Background: an optimization exercise with open tools, aiming at small area and a short achievable clock period. Do not read the settings as production practice.
Only simulation tests tie the RTL to the original design; equivalence was not proved.
Power figures rest on the tool's default switching activity, not on a simulated workload.

## fifo
module fifo(clk,res,wr_en,rd_en,wdata,rdata,empty,full,overflow,underflow);
	parameter WIDTH=32;
	parameter FIFO_SIZE=32;
	parameter PTR_WIDTH=$clog2(FIFO_SIZE);
	localparam HALF=WIDTH/2;
	localparam NGO=8;             
	input clk,res,wr_en,rd_en;
	input [WIDTH-1:0]wdata;
	output reg empty,full,overflow,underflow;
	output reg[WIDTH-1:0]rdata;
	reg[PTR_WIDTH-1:0]wr_ptr,rd_ptr;
	reg[FIFO_SIZE-1:0]rd_sel;     
	reg nfull, nempty;
	wire do_r = rd_en & nempty;
	wire [PTR_WIDTH-1:0] wr_inc = wr_ptr + 1'b1;
	wire [PTR_WIDTH-1:0] rd_inc = rd_ptr + 1'b1;
	wire [NGO-1:0] go;
	wire do_w = go[0];
	genvar b, g, k;
	generate
		for (g = 0; g < NGO; g = g + 1) begin : wgo
			fifo_and2 u (.a(wr_en), .b(nfull), .y(go[g]));
		end
	endgenerate
	wire [3:0] pa;
	wire [7:0] pb;
	fifo_dec2 upa (.a(wr_ptr[1:0]), .y(pa));
	fifo_dec3 upb (.a(wr_ptr[4:2]), .y(pb));
	wire [WIDTH-1:0] word [FIFO_SIZE-1:0];
	generate
		for (k = 0; k < FIFO_SIZE; k = k + 1) begin : w
			wire we_lo, we_hi;
			fifo_and3 ul (.a(go[(2*k)%NGO]), .b(pa[k%4]), .c(pb[k/4]), .y(we_lo));
			fifo_and3 uh (.a(go[(2*k+1)%NGO]), .b(pa[k%4]), .c(pb[k/4]), .y(we_hi));
			reg [WIDTH-1:0] q;
			always @(posedge clk) begin
  ...
==> module fifo, before the edit <==
module fifo(clk,res,wr_en,rd_en,wdata,rdata,empty,full,overflow,underflow);
	parameter WIDTH=32;
	parameter FIFO_SIZE=32;
	parameter PTR_WIDTH=$clog2(FIFO_SIZE);
	localparam HALF=WIDTH/2;
	localparam NGO=8;             
	input clk,res,wr_en,rd_en;
	input [WIDTH-1:0]wdata;
	output reg empty,full,overflow,underflow;
	output reg[WIDTH-1:0]rdata;
	reg[PTR_WIDTH-1:0]wr_ptr,rd_ptr;
	reg[FIFO_SIZE-1:0]rd_sel;     
	reg nfull, nempty;
	wire do_r = rd_en & nempty;
	wire [PTR_WIDTH-1:0] wr_inc = wr_ptr + 1'b1;
	wire [PTR_WIDTH-1:0] rd_inc = rd_ptr + 1'b1;
	wire [NGO-1:0] go;
	wire do_w = go[0];
	genvar b, g, k;
	generate
		for (g = 0; g < NGO; g = g + 1) begin : wgo
			fifo_and2 u (.a(wr_en), .b(nfull), .y(go[g]));
		end
	endgenerate
	wire [3:0] pa;
	wire [7:0] pb;
	fifo_dec2 upa (.a(wr_ptr[1:0]), .y(pa));
	fifo_dec3 upb (.a(wr_ptr[4:2]), .y(pb));
	wire [WIDTH-1:0] word [FIFO_SIZE-1:0];
	generate
		for (k = 0; k < FIFO_SIZE; k = k + 1) begin : w
			wire we_lo, we_hi;
			fifo_and3 ul (.a(go[(2*k)%NGO]), .b(pa[k%4]), .c(pb[k/4]), .y(we_lo));
			fifo_and3 uh (.a(go[(2*k+1)%NGO]), .b(pa[k%4]), .c(pb[k/4]), .y(we_hi));
			reg [WIDTH-1:0] q;
			always @(posedge clk) begin
				if (we_lo) q[HALF-1:0] <= wdata[HALF-1:0];
				if (we_hi) q[WIDTH-1:HALF] <= wdata[WIDTH-1:HALF];
			end
			assign word[k] = q;
		end
	endgenerate
	wire [WIDTH-1:0] rd_word_n;
	generate
		for (b = 0; b < WIDTH; b = b + 1) begin : rbit
			wire [9:0] n;
			for (g = 0; g < 10; g = g + 1) begin : grp
				fifo_aoi222 u (.a1(rd_sel[3*g]), .a2(word[3*g][b]),
				               .b1(rd_sel[3*g+1]), .b2(word[3*g+1][b]),
				               .c1(rd_sel[3*g+2]), .c2(word[3*g+2][b]), .y(n[g]));
			end
			wire n30, n31;
			fifo_nand2 u30 (.a(rd_sel[30]), .b(word[30][b]), .y(n30));
			fifo_nand2 u31 (.a(rd_sel[31]), .b(word[31][b]), .y(n31));
			wire o0, o1, o2;
			fifo_nand4 u11 (.a(n[0]), .b(n[1]), .c(n[2]), .d(n[3]), .y(o0));
			fifo_nand4 u12 (.a(n[4]), .b(n[5]), .c(n[6]), .d(n[7]), .y(o1));
			fifo_nand4 u13 (.a(n[8]), .b(n[9]), .c(n30), .d(n31), .y(o2));
			fifo_nor3 u14 (.a(o0), .b(o1), .c(o2), .y(rd_word_n[b]));
		end
	endgenerate
	always @(posedge clk) begin
		if (res) begin
			wr_ptr <= 0;
			rd_ptr <= 0;
			rd_sel <= 1;
			empty <= 1'b1;
			nempty <= 1'b0;
			full <= 1'b0;
			nfull <= 1'b1;
			overflow <= 1'b0;
			underflow <= 1'b0;
			rdata <= 0;
		end else begin
			if (do_w) wr_ptr <= wr_inc;
			if (do_r) begin
				rd_ptr <= rd_inc;
				rd_sel <= {rd_sel[FIFO_SIZE-2:0], rd_sel[FIFO_SIZE-1]};
				rdata <= ~rd_word_n;
			end
			if (wr_en & ~nfull) overflow <= 1'b1;
			if (rd_en & ~nempty) underflow <= 1'b1;
			if (do_w) begin
				empty <= 1'b0;
				nempty <= 1'b1;
			end else if (do_r) begin
				empty <= (rd_inc == wr_ptr);
				nempty <= (rd_inc != wr_ptr);
			end
			if (do_r) begin
				full <= 1'b0;
				nfull <= 1'b1;
			end else if (do_w) begin
				full <= (wr_inc == rd_ptr);
				nfull <= (wr_inc != rd_ptr);
			end
		end
	end
endmodule
Settings: LEC_CHECK=0, CAP_MARGIN=20, CORE_MARGIN=2, CORE_UTILIZATION=60, CTS_CLUSTER_DIAMETER=100, CTS_CLUSTER_SIZE=30, PLACE_DENSITY=0.72, SETUP_SLACK_MARGIN=3.8, SLEW_MARGIN=20, SYNTH_HIERARCHICAL=1, SYNTH_MINIMUM_KEEP_SIZE=0; clock period 6.0 ns.
standard.sh (not shown) runs the stock make flow with config.mk's settings and CLKGATE_MAP_FILE= SYNTH_SCRIPT=/design/flow/synth_recipe.tcl, a recipe that flattens the netlist after the stock synthesis.
==> flow/flow/run.sh <==
#!/bin/bash
# Standard synthesis, then the standard ORFS layout with the I/O port buffers
# made from sky130_fd_sc_hd__buf_2 instead of the tool's default pick (a delay cell).
set -euo pipefail
bash standard.sh synth > synth_make.log 2>&1
export BUFFER_PORTS_ARGS="-buffer_cell sky130_fd_sc_hd__buf_2"
bash standard.sh finish > layout_make.log 2>&1
Then changed:
--- a/flow/design.v
+++ b/flow/design.v
@@ -9,7 +9,9 @@
 	output reg empty,full,overflow,underflow;
 	output reg[WIDTH-1:0]rdata;
 	reg[PTR_WIDTH-1:0]wr_ptr,rd_ptr;
-	reg[FIFO_SIZE-1:0]rd_sel;     
+	reg[3:0]rs_lo;
+	reg[7:0]rs_hi;
+	wire[FIFO_SIZE-1:0]rd_sel;
 	reg nfull, nempty;
 	wire do_r = rd_en & nempty;
 	wire [PTR_WIDTH-1:0] wr_inc = wr_ptr + 1'b1;
@@ -40,6 +42,11 @@
 			assign word[k] = q;
 		end
 	endgenerate
+	generate
+		for (k = 0; k < FIFO_SIZE; k = k + 1) begin : rs
+			fifo_and2 u (.a(rs_lo[k%4]), .b(rs_hi[k/4]), .y(rd_sel[k]));
+		end
+	endgenerate
 	wire [WIDTH-1:0] rd_word_n;
 	generate
 		for (b = 0; b < WIDTH; b = b + 1) begin : rbit
@@ -63,7 +70,8 @@
 		if (res) begin
 			wr_ptr <= 0;
 			rd_ptr <= 0;
-			rd_sel <= 1;
+			rs_lo <= 1;
+			rs_hi <= 1;
 			empty <= 1'b1;
 			nempty <= 1'b0;
 			full <= 1'b0;
@@ -75,7 +83,8 @@
 			if (do_w) wr_ptr <= wr_inc;
 			if (do_r) begin
 				rd_ptr <= rd_inc;
-				rd_sel <= {rd_sel[FIFO_SIZE-2:0], rd_sel[FIFO_SIZE-1]};
+				rs_lo <= {rs_lo[2:0], rs_lo[3]};
+				if (rs_lo[3]) rs_hi <= {rs_hi[6:0], rs_hi[7]};
 				rdata <= ~rd_word_n;
 			end
 			if (wr_en & ~nfull) overflow <= 1'b1;
Result: Total power came out lower by 0.69%; first-iteration DRC count came out higher by 23%; die area came out lower by 1.2%; worst setup slack degrades by 0.073 ns; synthesized area came out lower by 1.2%; hold slack improves by 0.043 ns; non-clock buffer count came out higher by 45; cell area came out higher by 1.5%.

## separate check: timing with driven ports
How much do the figures lean on ideal ports? The routed layouts below were timed once more, with nothing changed but the port constraints. Step 1 (the two cells are an assumption about what drives the block):
set clk [get_ports {clk}]
set_driving_cell -lib_cell sky130_fd_sc_hd__clkbuf_16 $clk
set_driving_cell -lib_cell sky130_fd_sc_hd__buf_2 [delete_from_list [all_inputs] $clk]
Step 2, shift: input delay + t, output delay - t, t = (earliest + latest rising clock arrival at the registers) / 2. This alone moves slack from input paths to output paths. a / b / c = no drivers / after step 1 / after step 2; a / b = the first two.
run | shift t [ns] | setup slack, ns | clock arrival spread, ns | cell pins on the clock port's net
the first run | 0.684 | 3.659 / 3.593 / 3.134 | 0.040 / 0.040 | 1
the second run | 0.680 | 3.586 / 3.567 / 3.112 | 0.041 / 0.041 | 1
After both steps every run listed still meets setup and hold. The setup slack of the first run, which loses most, moves by -0.066 ns with the drivers and by -0.525 ns with both steps.
